Source: an optimization exercise on an open RTL-to-GDS flow (aim: small area, a short achievable clock period and few clock cycles). Production flows keep margins and buffers that such runs may drop. Where RTL was checked, it was by simulation tests only, not by an equivalence proof against the original. The RTL of runs 2 and 3 was laid out without a check of its function. Power and IR drop assume default switching activity.

<file path="design/flow/run.sh">
#!/bin/bash
# synth_recipe.tcl (not shown) runs the flow's synth.tcl, then flattens the netlist and writes it again
# the make line also repeats each setting of config.mk as NAME=value (left out here)
make -C /OpenROAD-flow-scripts/flow DESIGN_CONFIG=/design/flow/config.mk WORK_HOME=/design/flow/orfs CLKGATE_MAP_FILE= SYNTH_SCRIPT=/design/flow/synth_recipe.tcl finish
</file>
<file path="design/flow/config.mk">
export PLATFORM = sky130hd
export DESIGN_NAME = data_memory_system
export DESIGN_NICKNAME = data_memory_system
export VERILOG_FILES = /design/flow/design.v
export SDC_FILE = /design/flow/constraint.sdc
export NUM_CORES = 8
export LEC_CHECK = 0
export CAP_MARGIN = 20
export CORE_MARGIN = 2
export CORE_UTILIZATION = 40
export SETUP_SLACK_MARGIN = 0.4
export SLEW_MARGIN = 20
</file>
<file path="design/flow/constraint.sdc">
create_clock -name core_clock -period 12.0 [get_ports {CLK}]
set_input_delay 2.4000 -clock core_clock [delete_from_list [all_inputs] [get_ports {CLK}]]
set_output_delay 2.4000 -clock core_clock [all_outputs]
set_load 0.01 [all_outputs]
</file>
<file path="design/flow/design.v">
module Controller (
	input  wire  rst_n,
	input  wire  CLK,
	input  wire	 Mem_Wr,
	input  wire  Mem_Rd,
	input  wire  Miss,
	input  wire  Ready,
	output reg   block_wr,
	output reg   EnMain_Rd,
	output reg	 stall
);
localparam IDLE       = 2'b00;
localparam READ_DATA  = 2'b01;
localparam WRITE_DATA = 2'b10;
reg [1:0]   CS;
reg [1:0]   NS;
always @(posedge CLK,negedge rst_n) begin
	if(!rst_n) begin
		CS <= IDLE;
	end 
	else begin
		CS <= NS;
	end
end
always @(*) begin
	case (CS)
		IDLE: begin
			if (Mem_Wr) begin
				NS = WRITE_DATA;
			end
			else if (Mem_Rd && Miss) begin
				NS = READ_DATA;
			end
			else begin
				NS = IDLE;
			end
		end
		READ_DATA: begin
			if (Ready) begin
				NS = IDLE;
			end
			else begin
				NS = READ_DATA;
			end
		end
		WRITE_DATA: begin
			if (Ready) begin
				NS = IDLE;
			end
			else begin
				NS = WRITE_DATA;
			end
		end
		default: begin
			NS = IDLE;
		end
	endcase
end
always @(*) begin
	stall     = 1'b0;
	EnMain_Rd = 1'b0;
	block_wr  = 1'b0;
	if ((CS == IDLE && Miss) || (CS == IDLE && Mem_Wr)) begin
		stall     = 1'b1;
	end
	else if (CS == READ_DATA && Ready) begin
		block_wr  = 1'b1;
		stall     = 1'b1;
	end
	else if (CS == READ_DATA) begin
		stall     = 1'b1;
		EnMain_Rd = 1'b1;
	end
	else if (CS == WRITE_DATA && !Ready) begin
		stall      = 1'b1;
	end
	else begin
		stall     = 1'b0;
		EnMain_Rd = 1'b0;
	end
end
endmodule
module Cache_Memory #(
	parameter DATA_WIDTH = 32, 		  
	parameter ADDR_WIDTH = 10,  		    
	parameter BLOCKS_NUM = 32,  		    
	parameter INDEX      = $clog2(BLOCKS_NUM), 
	parameter OFFSET     = 2,               
	parameter TAG        = ADDR_WIDTH - INDEX - OFFSET
)
(
	input  wire 	              rst_n,
	input  wire 	              CLK,
	input  wire                   block_wr,
	input  wire                   Mem_Wr,
	input  wire                   Mem_Rd,
	input  wire [ADDR_WIDTH-1:0]  Address,
	input  wire [DATA_WIDTH-1:0]  Data_in,    
	input  wire [DATA_WIDTH-1:0]  cache_in0,  
	input  wire [DATA_WIDTH-1:0]  cache_in1,
	input  wire [DATA_WIDTH-1:0]  cache_in2,
	input  wire [DATA_WIDTH-1:0]  cache_in3,
	output reg                    Miss,
	output reg  [DATA_WIDTH-1:0]  Data_out    
);
integer i;
wire [INDEX-1:0]     index_mapping;
wire [TAG-1:0]       tag_mapping; 
wire [OFFSET-1:0]    offset_mapping; 
reg [TAG-1:0] tag   [BLOCKS_NUM-1:0];
reg 		  valid [BLOCKS_NUM-1:0];
assign offset_mapping = Address[OFFSET-1:0];
assign index_mapping  = Address[ADDR_WIDTH-TAG-1:ADDR_WIDTH-TAG-INDEX];
assign tag_mapping    = Address[ADDR_WIDTH-1:ADDR_WIDTH-TAG];
reg [DATA_WIDTH-1:0] cache_word0 [BLOCKS_NUM-1:0];
reg [DATA_WIDTH-1:0] cache_word1 [BLOCKS_NUM-1:0];
reg [DATA_WIDTH-1:0] cache_word2 [BLOCKS_NUM-1:0];
reg [DATA_WIDTH-1:0] cache_word3 [BLOCKS_NUM-1:0];
always @(posedge CLK,negedge rst_n) begin
	if (!rst_n) begin
		for (i = 0;i < BLOCKS_NUM;i = i + 1) begin
			valid[i]       <= 1'b0;
			tag[i]         <= 'b0;
			cache_word0[i] <= 'b0;
			cache_word1[i] <= 'b0;
			cache_word2[i] <= 'b0;
			cache_word3[i] <= 'b0;
		end
	end
	else if (block_wr) begin
		cache_word0[index_mapping] <= cache_in0;
		cache_word1[index_mapping] <= cache_in1;
		cache_word2[index_mapping] <= cache_in2;
		cache_word3[index_mapping] <= cache_in3;
		valid[index_mapping]       <= 1'b1;
		tag[index_mapping]         <= tag_mapping;
	end
	else if (Mem_Wr && !Miss) begin
		if (offset_mapping == 2'b00) begin       
			cache_word0[index_mapping] <= Data_in;
		end 
		else if (offset_mapping == 2'b01) begin  
			cache_word1[index_mapping] <= Data_in;
		end
		else if (offset_mapping == 2'b10) begin  
			cache_word2[index_mapping] <= Data_in;
		end
		else begin                          
			cache_word3[index_mapping] <= Data_in;
		end
	end
end
always @(*) begin
	if (Mem_Wr || Mem_Rd) begin
		if ((tag[index_mapping] != tag_mapping) || !valid[index_mapping]) begin
			Miss = 1'b1;
		end
		else begin
			Miss = 1'b0;
		end
	end
	else begin
		Miss = 1'b0;
	end
end
always @(*) begin
	if (offset_mapping == 2'b00) begin
		Data_out = cache_word0[index_mapping];
	end
	else if (offset_mapping == 2'b01) begin
		Data_out = cache_word1[index_mapping];
	end
	else if (offset_mapping == 2'b10) begin
		Data_out = cache_word2[index_mapping];
	end
	else begin
		Data_out = cache_word3[index_mapping];
	end
end
endmodule
module data_memory_system #(
	parameter DATA_WIDTH = 32,
	parameter ADDR_WIDTH = 10
)
(
	input  wire  			     CLK,
	input  wire  				 rst_n,
	input  wire 				 MemRead,
	input  wire  				 MemWrite,
	input  wire [ADDR_WIDTH-1:0] WordAddress,
	input  wire [DATA_WIDTH-1:0] DataIn,
	output wire                  Stall,
	output wire [DATA_WIDTH-1:0] DataOut,
	output wire                  MainRead,
	output wire                  MainWrite,
	output wire [ADDR_WIDTH-1:0] MainAddress,
	output wire [DATA_WIDTH-1:0] MainWriteData,
	input  wire                  MainReady,
	input  wire [DATA_WIDTH-1:0] MainData0,
	input  wire [DATA_WIDTH-1:0] MainData1,
	input  wire [DATA_WIDTH-1:0] MainData2,
	input  wire [DATA_WIDTH-1:0] MainData3
);
wire                  block_wr_int;
wire                  Miss_int;
wire                  EnMain_Rd_int;
Controller ctrl (
	.rst_n(rst_n),
	.CLK(CLK),
	.Mem_Wr(MemWrite),
	.Mem_Rd(MemRead),
	.Miss(Miss_int),
	.Ready(MainReady),
	.block_wr(block_wr_int),
	.EnMain_Rd(EnMain_Rd_int),
	.stall(Stall)
);
Cache_Memory #(
	.DATA_WIDTH(DATA_WIDTH),
	.ADDR_WIDTH(ADDR_WIDTH)
) cache (
	.rst_n(rst_n),
	.CLK(CLK),
	.block_wr(block_wr_int),
	.Address(WordAddress),
	.Data_in(DataIn),
	.Mem_Rd(MemRead),
	.Mem_Wr(MemWrite),
	.cache_in0(MainData0),
	.cache_in1(MainData1),
	.cache_in2(MainData2),
	.cache_in3(MainData3),
	.Miss(Miss_int),
	.Data_out(DataOut)
);
assign MainRead      = EnMain_Rd_int;
assign MainWrite     = MemWrite;
assign MainAddress   = WordAddress;
assign MainWriteData = DataIn;
endmodule
</file>
==> impl_metrics.csv, run 1 <==
group,metric,value,unit
run_status,status,"finished clean",
clocking,path_clk_slew,0.06,ns
grt,overflow,0,
sta,relSlewSlack,8.39,%
sta,min_period_over_period,93.1,%
place,io_buffers,251,
logic_synthesis,syn-num-nets,14800,
setup_path,start_kind,"primary input",
setup_path,worstReg2RegEnd,"cache.cache_word0[8][4]$_DFFE_PN0P_",
setup_path,r2r_cells,11,
sta,setup_viol,0,
drt,drcViolationCount,0,
clocking,cts_num_sinks,4226,
logic_synthesis,synth_edf_count,0,
drt,drtIter0Drc,21400,
layout,final_common_cell,"dfrtp_1",
place,dp_slack,1.24,ns
sta,setup_slack,0.830,ns
layout,area_growth,13.8,%
min_path,hp-class,"flip-flop to flip-flop",
place,hpwlAfterDp,505000,um
clocking,cts_root_buf,"clkbuf_16",
drt,drt-total-wl,850000,um
drt,via_per_inst,6.96,
logic_synthesis,synth.distinct_cells,72,
setup_path,cp.required,9.60,ns
logic_synthesis,ys_seq_area_share,55.3,%
logic_synthesis,syn_inst,14600,
layout,nNetsFinal,14500,
clocking,cts-htree-levels,5,
pwr,power_density,160,mW/mm^2
pwr,leakage,99.6,nW
logic_synthesis,async_reset_ff_share,100,%
sta,rsz0062_at_grt,"false",
grt,grt_pass1_wl,1180000,um
drt,vias,147000,
floorplan,die_w,695,um
floorplan,num_rows,253,
logic_synthesis,yosys_warnings,8,
floorplan,io_pins,252,
setup_path,worst-setup-path-type,"primary input to output port",
clocking,cts_tree,"done",
floorplan,initial_utilization,40.2,%
clocking,post_cts_buffers,0,
setup_path,r2r_slack,6.21,ns
min_path,hold_path_depth,1,
drt,dr.pass1.iters,7,
setup_path,timing.rr.start,"cache.tag[29][0]$_DFFE_PN0P_",
sta,final_hold_viol_count,0,
grt,grt_max_degree,188,
setup_path,cp_num_buf_inv,5,
layout,layout_common_cells,"dfrtp_1 (4226), a22oi_1 (1883), a2bb2oi_2 (1528)",
logic_synthesis,synth-main-ff-cell,"dfrtp_1",
setup_path,cpLargestDelayFamily,"simple AND/OR/NAND/NOR gates",
drt,detail_route.wl_per_cell,40.1,um
floorplan,fp.coreArea,0.475,mm^2
logic_synthesis,avgSynthCellArea,13.1,um^2
min_path,min_from,"cache.valid[28]$_DFFE_PN0P_",
setup_path,cp.arrival,8.77,ns
sta,max_freq,89.5,MHz
floorplan,die_area,0.483,mm^2
clocking,clock_path_buffers,4,
grt,antenna_found_initial,60,
floorplan,die_h,695,um
logic_synthesis,synth.ff_latch_count,4226,
sta,fin_tns_setup,0,ns
clocking,cts_resized,0,
logic_synthesis,synth_area,0.191,mm^2
layout,drive_above_1_share,29.1,%
sta,finalClockSkew,0.0808,ns
setup_path,cp-end-kind,"output port",
sta,worstMarginPinSlew,1.37,ns
setup_path,slowest_delay,1.07,ns
sta,period_minus_slack,11.17,ns
setup_path,worstPathCellList,"clkdlybuf4s50_1 -> or2_1 -> nor2_4 -> buf_12 -> buf_4 -> a22oi_1 -> nand2_1 -> nor4_1 -> a21oi_1 -> nor2_1 -> o21ai_0 -> buf_4 -> clkdlybuf4s50_1",
clocking,hold_buffers,0,
grt,grt_pass1_vias,142000,
min_path,min_to,"cache.valid[28]$_DFFE_PN0P_",
pwr,ir_drop,130,uV
setup_path,cpMaxStageDelayCell,"nor2_1",
run,cap_violations,0,
clocking,cts_buffers,450,
drt,final_antenna_net_count,0,
clocking,clock_latency,1.08,ns
place,gp_congestion,0.968,
sta,slew_violations,0,
setup_path,critical_path_peak_fanout,39,
grt,track_usage,34.3,%
==> cell families (layout without fill, tap and decap cells) <==
logic type	Yosys count	count (layout)	synth area share, %
AO/OA/AOI/OAI	5694	5694	29.4
XOR/XNOR	1	1	0.00458
buffers and inverters	1749	1832	4.55
flip-flops	4226	4226	55.3
multiplexers	1060	1060	6.23
other	0	93	0
AND/OR/NAND/NOR	1881	1881	4.44
==> flip-flops by register name, summed over array words and instances (netlist names) <==
| signal | flops |
|---|---|
| cache.cache_word0 | 1024 |
| cache.cache_word1 | 1024 |
| cache.cache_word2 | 1024 |
| cache.cache_word3 | 1024 |
| cache.tag | 96 |
| cache.valid | 32 |
| ctrl.CS | 2 |
==> stage by stage <==
step / area (um^2) / util, % / hold WS [ns] / power (W) / std cells
5_1_grt: 217000 / 45.7 / 0.466 / 0.0358 / 21100
3_3_place_gp: 202000 / 42.4 / 0.444 / 0.0205 / 20200
4_1_cts: 217000 / 45.7 / 0.459 / 0.0348 / 21100
2_1_floorplan: 191000 / - / 0.425 / 0.0190 / 14600
6_report: 218000 / 45.8 / 0.460 / 0.0349 / 21200
3_5_place_dp: 202000 / 42.5 / 0.444 / 0.0206 / 20200
==> routing by layer <==
layer	GRT usage (%)	up-vias	share of wire (%)
met5	1.14	-	0.092
met4	18.5	58	6.5
met3	13.8	2757	14
met2	47.8	10600	41
met1	45.3	78100	39
li1	-	55800	-
==> layout make-up <==
class / count / area (um^2)
antenna: 93 / 233
multi-input combinational: 8636 / 78800
inverter: 14 / 52.6
timing repair buffer: 996 / 9700
clock inverter: 143 / 1830
clock buffer: 679 / 13200
sequential: 4226 / 106000
fill: 42800 / 258000
tap: 6375 / 7980
==> cells in the mapped netlist, types with 11 or more instances <==
cell | number | area (um^2)
mux2i_1 | 19 | 190
a2bb2oi_2 | 1528 | 22900
nor2b_1 | 24 | 150
buf_6 | 188 | 2120
nand2b_1 | 56 | 350
a211o_1 | 11 | 96.3
a41oi_1 | 21 | 184
o21ai_0 | 187 | 936
clkbuf_1 | 945 | 3550
a22oi_1 | 1883 | 14100
dfrtp_1 | 4226 | 106000
a2111oi_0 | 12 | 105
a21oi_1 | 226 | 1130
o41ai_2 | 26 | 423
buf_4 | 71 | 533
or4_1 | 15 | 113
a211oi_1 | 15 | 113
o22ai_1 | 52 | 325
buf_2 | 337 | 1690
buf_1 | 192 | 721
a21oi_4 | 90 | 1460
nand2_1 | 1115 | 4190
a2bb2oi_1 | 232 | 2030
o22a_1 | 1314 | 11500
a221oi_1 | 34 | 298
a222oi_1 | 13 | 130
inv_1 | 12 | 45.0
nand4_1 | 79 | 494
nor3_1 | 101 | 505
mux2_1 | 117 | 1320
mux2_2 | 924 | 10400
nor2_1 | 141 | 529
nand3_1 | 89 | 445
and3_1 | 22 | 138
nor4_1 | 185 | 1160
==> power by group <==
part / total, W / switching, W / leakage [nW] / internal (W)
logic: 0.00362 / 0.00188 / 34.5 / 0.00174
registers: 0.0168 / 0.00101 / 57.7 / 0.0158
clock network: 0.0144 / 0.00622 / 7.39 / 0.00819
total: 0.0349 / 0.00912 / 99.6 / 0.0258
==> worst max-delay path by stage <==
stage / cells past startpoint / from / endpoint / slack, ns
finish: 13 / WordAddress[2] / DataOut[8] / 0.83
global route: 13 / WordAddress[5] / DataOut[19] / 1.08
CTS: 12 / WordAddress[5] / DataOut[19] / 1.20
detailed placement: 12 / WordAddress[5] / DataOut[19] / 1.24
global placement: 14 / WordAddress[5] / DataOut[10] / 0.60
floorplan: 13 / WordAddress[5] / DataOut[8] / 4.59
Testbench counts, summed over its fixed seeds: cycles 104,262.
==> run 2: changes to the inputs <==
==> design/flow/design.v (replaced) <==
module Controller (
	input  wire  rst_n,
	input  wire  CLK,
	input  wire  Mem_Wr,
	input  wire  Mem_Rd,
	input  wire  Hit,
	input  wire  Ready,
	output wire  idle,
	output wire  mem,
	output reg   EnMain_Rd,
	output reg   EnMain_Wr,
	output reg   st_hit,
	output reg   stall
);
localparam IDLE = 2'd0;
localparam MEM  = 2'd1;
localparam DONE = 2'd2;
reg [1:0] CS;
assign idle = (CS == IDLE);
assign mem  = (CS == MEM);
always @(posedge CLK, negedge rst_n) begin
	if (!rst_n) begin
		CS        <= IDLE;
		stall     <= 1'b1;
		EnMain_Rd <= 1'b0;
		EnMain_Wr <= 1'b0;
	end
	else begin
		case (CS)
			IDLE: begin
				if (Mem_Wr) begin
					CS        <= MEM;
					EnMain_Wr <= 1'b1;
				end
				else if (Mem_Rd && !Hit) begin
					CS        <= MEM;
					EnMain_Rd <= 1'b1;
				end
				else if (Mem_Rd) begin
					CS        <= DONE;
					stall     <= 1'b0;
				end
			end
			MEM: begin
				if (Ready) begin
					CS        <= DONE;
					stall     <= 1'b0;
					EnMain_Rd <= 1'b0;
					EnMain_Wr <= 1'b0;
				end
			end
			default: begin
				CS    <= IDLE;
				stall <= 1'b1;
			end
		endcase
	end
end
always @(posedge CLK) begin
	if (CS == IDLE)
		st_hit <= Hit;
end
endmodule
module Cache_Memory #(
	parameter DATA_WIDTH = 32,
	parameter ADDR_WIDTH = 10,
	parameter BLOCKS_NUM = 32,
	parameter INDEX      = $clog2(BLOCKS_NUM),
	parameter OFFSET     = 2,
	parameter TAG        = ADDR_WIDTH - INDEX - OFFSET
)
(
	input  wire                   rst_n,
	input  wire                   CLK,
	input  wire [ADDR_WIDTH-1:0]  Address,
	output wire                   Hit,
	output wire [DATA_WIDTH-1:0]  Data_out,
	input  wire [ADDR_WIDTH-1:0]  Wr_Address,
	input  wire                   Tag_wr,     
	input  wire                   Fill_wr,    
	input  wire                   Word_wr,    
	input  wire [DATA_WIDTH-1:0]  Word_in,
	input  wire [DATA_WIDTH-1:0]  cache_in0,
	input  wire [DATA_WIDTH-1:0]  cache_in1,
	input  wire [DATA_WIDTH-1:0]  cache_in2,
	input  wire [DATA_WIDTH-1:0]  cache_in3
);
integer i;
wire [INDEX-1:0]  index_mapping  = Address[OFFSET+INDEX-1:OFFSET];
wire [TAG-1:0]    tag_mapping    = Address[ADDR_WIDTH-1:OFFSET+INDEX];
wire [OFFSET-1:0] offset_mapping = Address[OFFSET-1:0];
wire [INDEX-1:0]  wr_index  = Wr_Address[OFFSET+INDEX-1:OFFSET];
wire [TAG-1:0]    wr_tag    = Wr_Address[ADDR_WIDTH-1:OFFSET+INDEX];
wire [OFFSET-1:0] wr_offset = Wr_Address[OFFSET-1:0];
reg [TAG-1:0]        tag   [BLOCKS_NUM-1:0];
reg                  valid [BLOCKS_NUM-1:0];
reg [DATA_WIDTH-1:0] cache_word0 [BLOCKS_NUM-1:0];
reg [DATA_WIDTH-1:0] cache_word1 [BLOCKS_NUM-1:0];
reg [DATA_WIDTH-1:0] cache_word2 [BLOCKS_NUM-1:0];
reg [DATA_WIDTH-1:0] cache_word3 [BLOCKS_NUM-1:0];
always @(posedge CLK, negedge rst_n) begin
	if (!rst_n) begin
		for (i = 0; i < BLOCKS_NUM; i = i + 1)
			valid[i] <= 1'b0;
	end
	else if (Tag_wr) begin
		valid[wr_index] <= 1'b1;
	end
end
always @(posedge CLK) begin
	if (Tag_wr)
		tag[wr_index] <= wr_tag;
	if (Fill_wr || (Word_wr && wr_offset == 2'd0))
		cache_word0[wr_index] <= Fill_wr ? cache_in0 : Word_in;
	if (Fill_wr || (Word_wr && wr_offset == 2'd1))
		cache_word1[wr_index] <= Fill_wr ? cache_in1 : Word_in;
	if (Fill_wr || (Word_wr && wr_offset == 2'd2))
		cache_word2[wr_index] <= Fill_wr ? cache_in2 : Word_in;
	if (Fill_wr || (Word_wr && wr_offset == 2'd3))
		cache_word3[wr_index] <= Fill_wr ? cache_in3 : Word_in;
end
assign Hit = valid[index_mapping] && (tag[index_mapping] == tag_mapping);
reg [DATA_WIDTH-1:0] word;
always @(*) begin
	case (offset_mapping)
		2'd0:    word = cache_word0[index_mapping];
		2'd1:    word = cache_word1[index_mapping];
		2'd2:    word = cache_word2[index_mapping];
		default: word = cache_word3[index_mapping];
	endcase
end
assign Data_out = word;
endmodule
module data_memory_system #(
	parameter DATA_WIDTH = 32,
	parameter ADDR_WIDTH = 10
)
(
	input  wire  			     CLK,
	input  wire  				 rst_n,
	input  wire 				 MemRead,
	input  wire  				 MemWrite,
	input  wire [ADDR_WIDTH-1:0] WordAddress,
	input  wire [DATA_WIDTH-1:0] DataIn,
	output wire                  Stall,
	output wire [DATA_WIDTH-1:0] DataOut,
	output wire                  MainRead,
	output wire                  MainWrite,
	output wire [ADDR_WIDTH-1:0] MainAddress,
	output wire [DATA_WIDTH-1:0] MainWriteData,
	input  wire                  MainReady,
	input  wire [DATA_WIDTH-1:0] MainData0,
	input  wire [DATA_WIDTH-1:0] MainData1,
	input  wire [DATA_WIDTH-1:0] MainData2,
	input  wire [DATA_WIDTH-1:0] MainData3
);
wire                  idle, mem, st_hit, hit;
wire [DATA_WIDTH-1:0] lookup_data;
reg  [ADDR_WIDTH-1:0] addr_q;
reg  [DATA_WIDTH-1:0] wdata_q;
reg  [DATA_WIDTH-1:0] dout_q;
Controller ctrl (
	.rst_n(rst_n),
	.CLK(CLK),
	.Mem_Wr(MemWrite),
	.Mem_Rd(MemRead),
	.Hit(hit),
	.Ready(MainReady),
	.idle(idle),
	.mem(mem),
	.EnMain_Rd(MainRead),
	.EnMain_Wr(MainWrite),
	.st_hit(st_hit),
	.stall(Stall)
);
Cache_Memory #(
	.DATA_WIDTH(DATA_WIDTH),
	.ADDR_WIDTH(ADDR_WIDTH)
) cache (
	.rst_n(rst_n),
	.CLK(CLK),
	.Address(WordAddress),
	.Hit(hit),
	.Data_out(lookup_data),
	.Wr_Address(addr_q),
	.Tag_wr(mem && MainRead),
	.Fill_wr(mem && MainRead),
	.Word_wr(mem && MainWrite && st_hit),
	.Word_in(wdata_q),
	.cache_in0(MainData0),
	.cache_in1(MainData1),
	.cache_in2(MainData2),
	.cache_in3(MainData3)
);
reg [DATA_WIDTH-1:0] main_word;
always @(*) begin
	case (addr_q[1:0])
		2'd0:    main_word = MainData0;
		2'd1:    main_word = MainData1;
		2'd2:    main_word = MainData2;
		default: main_word = MainData3;
	endcase
end
always @(posedge CLK) begin
	if (idle) begin
		addr_q  <= WordAddress;
		wdata_q <= DataIn;
	end
	dout_q <= idle ? lookup_data : main_word;
end
assign DataOut       = dout_q;
assign MainAddress   = addr_q;
assign MainWriteData = wdata_q;
endmodule
==> impl_metrics.csv, run 2 <==
group,metric,value,unit
pwr,ir_drop,138,uV
clocking,cts_buffers,428,
grt,met1_usage,32.0,%
clocking,cts_tree,"done",
logic_synthesis,synth-main-ff-cell,"edfxtp_1",
layout,area_growth,14.8,%
drt,vias,83400,
place,io_buffers,251,
setup_path,cp-end-kind,"flip-flop",
grt,antenna_found_initial,30,
floorplan,initial_utilization,40.1,%
sta,max_freq,169,MHz
setup_path,critical_path_peak_fanout,48,
clocking,cts_resized,0,
logic_synthesis,synthTopCellsByArea,"edfxtp_1 (77%), mux4_2 (17%), nand2_1 (0.99%), mux2i_1 (0.65%), dfrtp_1 (0.54%)",
logic_synthesis,synth.mux.area_fraction,17.5,%
run_status,status,"finished clean",
clocking,path_clk_slew,0.06,ns
logic_synthesis,synth_top_area_share,76.8,%
drt,detail_route.wl_per_cell,37.1,um
sta,finalClockSkew,0.116,ns
logic_synthesis,ys_seq_area_share,77.7,%
sta,fin_tns_setup,0,ns
layout,utilization,46.1,%
clocking,cts-htree-levels,5,
drt,drcViolationCount,0,
sta,worstMarginPinSlew,1.21,ns
pwr,leakage,58.9,nW
drt,drt-total-wl,505000,um
clocking,cts_root_buf,"clkbuf_16",
logic_synthesis,synth.distinct_cells,64,
floorplan,num_rows,236,
place,gp_congestion,0.826,
sta,relSlewSlack,19.1,%
drt,via_per_inst,6.12,
sta,slew_violations,0,
grt,grt_pass1_vias,82300,
grt,grt_busiest_layer,"met2",
layout,nNetsFinal,7938,
logic_synthesis,synth_area,0.166,mm^2
place,hpwlAfterDp,277000,um
layout,final_common_cell,"edfxtp_1",
logic_synthesis,synth_simple_gate_area_share,1.94,%
drt,dr.pass1.iters,8,
grt,grt_pass1_wl,683000,um
layout,layout_common_cells,"edfxtp_1 (4235), mux4_2 (1231), clkbuf_16 (431)",
layout,finalInstanceArea,0.190,mm^2
sta,min_period_over_period,49.4,%
logic_synthesis,avgSynthCellArea,23.0,um^2
logic_synthesis,syn_inst,7204,
clocking,hold_buffers,0,
logic_synthesis,synth-adder-area-share,0,%
sta,final_hold_viol_count,0,
logic_synthesis,synth_commonest_cells,"edfxtp_1 (4235), mux4_2 (1231), nand2_1 (436)",
layout,final_cells,13600,
grt,track_usage,23.8,%
logic_synthesis,yosys_warnings,4,
layout,drive_above_1_share,29.0,%
floorplan,io_pins,252,
sta,setup_viol,0,
grt,use_met2,37.9,%
run,cap_violations,0,
sta,rsz0062_at_grt,"false",
setup_path,cp.arrival,6.73,ns
drt,drtIter0Drc,12900,
setup_path,start_kind,"primary input",
floorplan,die_w,647,um
logic_synthesis,syn-num-nets,7379,
floorplan,die_h,647,um
place,post_dp_cell_area,0.176,mm^2
logic_synthesis,synth.most_common_cell,"edfxtp_1",
logic_synthesis,synth.ff_latch_count,4304,
setup_path,worst-setup-path-type,"primary input to flip-flop",
setup_path,cp.required,12.80,ns
logic_synthesis,async_reset_ff_share,0.860,%
logic_synthesis,synth_top_family_by_area,"multiplexers",
grt,grt_util_met3,5.24,%
pwr,power_density,196,mW/mm^2
sta,period_minus_slack,5.93,ns
place,dp.cells,12800,
grt,grt_max_degree,124,
drt,final_antenna_net_count,0,
floorplan,fp.coreArea,0.413,mm^2
logic_synthesis,synth_compound_area_share,1.57,%
clocking,cts_num_sinks,4304,
logic_synthesis,yosys.area.top_type,"edfxtp_1",
grt,overflow,0,
clocking,clock_latency,1.03,ns
clocking,post_cts_buffers,0,
logic_synthesis,synth_edf_count,4235,
min_path,hp-class,"flip-flop to flip-flop",
logic_synthesis,synth_xor_area_share,0,%
floorplan,die_area,0.419,mm^2
clocking,clock_path_buffers,4,
==> run 2: cell count changes in the layout (fill, tap and decap cells not counted), moves of 692 or more <==
cell / delta
dfrtp_1: -4190
a2bb2oi_2: -1528
nand2_1: -692
mux4_2: +1231
edfxtp_1: +4235
mux2_2: -910
o22a_1: -1308
a22oi_1: -1802
==> run 2: layout make-up <==
class                      instances  area [um^2]
clock inverter                   254         2430
tap                             5474         6850
inverter                           8         42.5
antenna                            7         17.5
fill                           33800       223000
timing repair buffer             522         4750
clock buffer                     551        11300
sequential                      4304       129000
multi-input combinational       2499        36000
==> run 2: through the flow <==
stage | setup slack, ns | total power (W) | hold WS (ns)
after global routing | 5.91 | 0.0382 | 0.473
after floorplan | 7.32 | 0.0215 | 0.430
after global placement | 4.57 | 0.0240 | 0.443
final | 6.07 | 0.0372 | 0.461
after CTS | 6.09 | 0.0373 | 0.460
after detailed placement | 5.06 | 0.0243 | 0.446
==> run 2: final timing paths <==
path | startpoint | endpoint | slack, ns | cells after the start
max reg2reg | ctrl.CS[0]$_DFFE_PN0P_ | cache.cache_word0[5][11]$_DFFE_PP_ | 8.04 | 6
min | cache.valid[3]$_DFFE_PN0P_ | cache.valid[3]$_DFFE_PN0P_ | 0.46 | 1
max | WordAddress[5] | dout_q[1]$_DFF_P_ | 6.07 | 7
max in group asynchronous | rst_n | cache.valid[18]$_DFFE_PN0P_ | 9.75 | 1
min reg2reg | cache.valid[3]$_DFFE_PN0P_ | cache.valid[3]$_DFFE_PN0P_ | 0.46 | 1
min in group asynchronous | rst_n | ctrl.EnMain_Wr$_DFFE_PN0P_ | 1.62 | 1
==> run 2: kinds of logic after synthesis <==
family / count (synthesis)
and+or+nand+nor: 771
DFF: 4304
buffers and inverters: 401
AOI/OAI and AO/OA: 374
muxes: 1354
==> run 2: worst max-delay path, cell delays in order <==
cell and delay [ns]:
buf_4 0.31, inv_8 0.61, buf_4 0.77, buf_4 0.84, mux4_2 0.62, a32oi_1 0.69
a31oi_1 0.18
==> run 2: layer usage <==
metal  routed length, um  vias to the layer above
li1                    -                    31800
met1              189000                    45800
met2              239000                     4925
met3               53300                      891
met4               23800                       18
met5                 124                        -
==> run 2: where the power goes <==
part           leakage (nW)  switching (W)  internal [W]  total, W
combinational          13.3        0.00382       0.00110   0.00492
clock                  6.71        0.00577       0.00747    0.0132
sequential             38.9       0.000265        0.0188    0.0191
==> run 3: changes to the inputs <==
==> design/flow/flow/run.sh (new file) <==
#!/bin/bash
# Standard ORFS layout, with timing repair aiming at a much tighter
# setup target than the 12 ns clock needs.
set -euo pipefail
bash standard.sh SETUP_SLACK_MARGIN=8.4 finish > make_finish.log 2>&1
==> design/flow/standard.sh (new file) <==
#!/bin/bash
# synth_recipe.tcl (not shown) runs the flow's synth.tcl, then flattens the netlist and writes it again
# the make line also repeats each setting of config.mk as NAME=value (left out here)
make -C /OpenROAD-flow-scripts/flow DESIGN_CONFIG=/design/flow/config.mk WORK_HOME=/design/flow/orfs CLKGATE_MAP_FILE= SYNTH_SCRIPT=/design/flow/synth_recipe.tcl "${@:-finish}"
removed: design/flow/run.sh
==> impl_metrics.csv, run 3 <==
group,metric,value,unit
run_status,status,"finished clean",
layout,area_growth,20.6,%
pwr,ir_drop,166,uV
grt,track_usage,25.6,%
setup_path,cpMaxStageDelayCell,"a311oi_2",
sta,period_minus_slack,4.24,ns
layout,nNetsFinal,8334,
setup_path,cp.required,12.90,ns
run,cap_violations,0,
clocking,clock_path_buffers,4,
sta,rsz0062_at_grt,"true",
setup_path,critical_path_peak_fanout,25,
clocking,hold_buffers,0,
pwr,power_density,190,mW/mm^2
sta,fin_tns_setup,0,ns
sta,setup_viol,0,
sta,max_freq,236,MHz
setup_path,slowest_delay,0.66,ns
setup_path,r2r_cells,8,
floorplan,io_pins,252,
floorplan,fp.coreArea,0.413,mm^2
logic_synthesis,async_reset_ff_share,0.860,%
logic_synthesis,yosys_warnings,4,
layout,drive_above_1_share,36.8,%
drt,final_antenna_net_count,0,
setup_path,cp_num_buf_inv,4,
logic_synthesis,synthTopCellsByArea,"edfxtp_1 (77%), mux4_2 (17%), nand2_1 (0.99%), mux2i_1 (0.65%), dfrtp_1 (0.54%)",
logic_synthesis,synth.distinct_cells,64,
sta,slew_violations,0,
logic_synthesis,ys_seq_area_share,77.7,%
floorplan,initial_utilization,40.1,%
logic_synthesis,synth.most_common_cell,"edfxtp_1",
setup_path,start_kind,"primary input",
logic_synthesis,synth_area,0.166,mm^2
logic_synthesis,yosys.area.top_type,"edfxtp_1",
sta,relSlewSlack,27.3,%
layout,layout_common_cells,"edfxtp_1 (4235), mux4_2 (1231), clkbuf_16 (445)",
clocking,cts_buffers,426,
drt,drt-total-wl,543000,um
clocking,cts_num_sinks,4304,
drt,drtIter0Drc,14100,
floorplan,num_rows,236,
setup_path,worst-setup-path-type,"primary input to flip-flop",
sta,final_hold_viol_count,0,
floorplan,die_w,647,um
grt,grt_pass1_vias,85000,
pwr,p_total,0.0380,W
setup_path,cpLargestDelayFamily,"buffers and inverters",
min_path,hp-class,"flip-flop to flip-flop",
drt,dr.pass1.iters,7,
layout,multi_input_area,0.0380,mm^2
sta,worstMarginPinSlew,1.09,ns
sta,finalClockSkew,0.0591,ns
setup_path,critical_path_depth,8,
grt,grt_max_degree,69,
logic_synthesis,synth_top_area_share,76.8,%
place,io_buffers,251,
logic_synthesis,syn_inst,7204,
drt,detail_route.wl_per_cell,38.8,um
sta,min_period_over_period,35.3,%
logic_synthesis,synth_edf_count,4235,
drt,vias,87300,
floorplan,die_h,647,um
layout,fillCellCount,32800,
setup_path,cp-end-kind,"flip-flop",
logic_synthesis,syn-num-nets,7379,
clocking,path_clk_slew,0.06,ns
floorplan,die_area,0.419,mm^2
pwr,leakage,63.3,nW
logic_synthesis,avgSynthCellArea,23.0,um^2
clocking,cts_tree,"done",
setup_path,cp.arrival,5.14,ns
clocking,cts_root_buf,"clkbuf_16",
drt,via_per_inst,6.23,
place,hpwlAfterDp,283000,um
logic_synthesis,synth-main-ff-cell,"edfxtp_1",
clocking,cts-htree-levels,5,
drt,drcViolationCount,0,
min_path,hold_path_depth,1,
logic_synthesis,synth_commonest_cells,"edfxtp_1 (4235), mux4_2 (1231), nand2_1 (436)",
clocking,clock_latency,1.00,ns
layout,final_common_cell,"edfxtp_1",
logic_synthesis,synth.ff_latch_count,4304,
grt,grt_pass1_wl,728000,um
layout,regArea,0.129,mm^2
grt,overflow,0,
setup_path,worstPathCellList,"buf_2 -> buf_6 -> buf_12 -> nand2_1 -> buf_4 -> a311oi_2 -> nand3_2 -> a31oi_1",
place,gp_congestion,0.856,
grt,antenna_found_initial,20,
run 3: cell count changes in the layout (fill, tap and decap cells not counted), sizes merged:
cell and change:
inv -7, bufbuf +40, clkinv +11, buf +419, bufinv +1, clkdlybuf4s50 -77
clkbuf -11
run 3: final cells by class:
cell class                      instances  area share (%)
Antenna cell                            7         0.00877
Clock inverter                        258            1.19
Timing Repair inverter                  1         0.00439
Timing Repair Buffer                  919            6.11
Inverter                                8          0.0276
Clock buffer                          525            5.68
Multi-Input combinational cell       2499            19.0
Tap cell                             5474            3.43
Sequential cell                      4304            64.5
run 3: per-layer routing:
layer	up-vias	wire length, um	share of wire (%)	GRT usage, %
li1	32700	-	-	-
met1	47700	196000	36	33.9
met2	5791	257000	47	40.9
met3	1042	60500	11	5.60
met4	10	28800	5.3	11.0
met5	-	186	0.034	0.197
run 3: worst reg2reg max path, stage by stage, from the launching register on:
cell       delay, ns
dfrtp_1         0.43
or2_2           0.31
buf_4           0.28
inv_6           0.51
buf_4           0.79
buf_4           0.75
o2111ai_4       0.31
a221oi_4        0.35
a31oi_1         0.13
run 3: kinds of logic after synthesis:
| group | Yosys count | share of synthesized area (%) |
|---|---|---|
| multiplexers | 1354 | 17.5 |
| flip-flops | 4304 | 77.7 |
| AO/OA/AOI/OAI | 374 | 1.57 |
| buffers and inverters | 401 | 1.26 |
| AND/OR/NAND/NOR | 771 | 1.94 |
run 3: report_power, final:
part           internal (W)  leakage (nW)  switching (W)
logic               0.00145          17.7        0.00418
registers            0.0188          38.9       0.000224
clock network       0.00749          6.73        0.00576
total                0.0278          63.3         0.0102
run 3: repair_timing:
action                                  4_1_cts  5_1_grt
endpoints found under the setup margin     2862     1315
gates resized for setup                    1040      163
hold endpoints to repair                      0        0
buffers inserted                            195       88
gates cloned                                100       14
pin swaps                                    93       78
run 3: through the flow:
step | utilization, % | cell area, um^2 | hold slack, ns | setup slack (ns) | cells
after global placement | 42.7 | 176000 | 0.442 | 4.79 | 12800
after CTS | 47.9 | 198000 | 0.460 | 7.80 | 13900
final | 48.4 | 200000 | 0.462 | 7.76 | 14000
after floorplan | - | 167000 | 0.430 | 7.62 | 7204
after global routing | 48.4 | 200000 | 0.481 | 7.79 | 14000
after detailed placement | 42.7 | 176000 | 0.446 | 4.80 | 12800
run 3: path summary, 6_finish.rpt:
kind	start	to	slack (ns)
worst max-delay path	WordAddress[1]	dout_q[3]$_DFF_P_	7.76
worst max register to register	ctrl.CS[0]$_DFFE_PN0P_	dout_q[4]$_DFF_P_	8.01
max in group asynchronous	rst_n	ctrl.EnMain_Rd$_DFFE_PN0P_	9.75
worst min-delay path	cache.valid[20]$_DFFE_PN0P_	cache.valid[20]$_DFFE_PN0P_	0.46
worst min register to register	cache.valid[20]$_DFFE_PN0P_	cache.valid[20]$_DFFE_PN0P_	0.46
min in group asynchronous	rst_n	ctrl.CS[0]$_DFFE_PN0P_	1.58

## re-timing with driven ports
Ports are ideal in the flow. The routed layouts listed here were re-timed in OpenROAD.
Step 1 assumes that a clkbuf_16 drives the clock port and a buf_2 every other input.
Step 2 times the ports against the registers' clock, not the clock port: input delays grow and output delays shrink by t, the midpoint of the rising clock arrivals with the driver on.
a / b / c = ideal / step 1 / step 2; a / b = the first two.
run	t (ns)	slack for setup (ns)	hold WS [ns]	latest minus earliest clock arrival (ns)	worst register clock-pin slew, ns
run 1	1.165	0.830 / 0.628 / 0.628	0.460 / 0.460 / 0.460	0.081 / 0.081	0.07 / 0.07
run 2	1.079	6.066 / 6.151 / 5.071	0.460 / 0.460 / 0.460	0.120 / 0.119	0.07 / 0.07
run 3	1.074	7.759 / 7.425 / 6.351	0.462 / 0.462 / 0.462	0.070 / 0.071	0.07 / 0.07
After both steps every run listed still meets setup and hold. For run 3, which loses most, drivers alone change the setup slack by -0.334 ns; drivers and shift together by -1.408 ns.
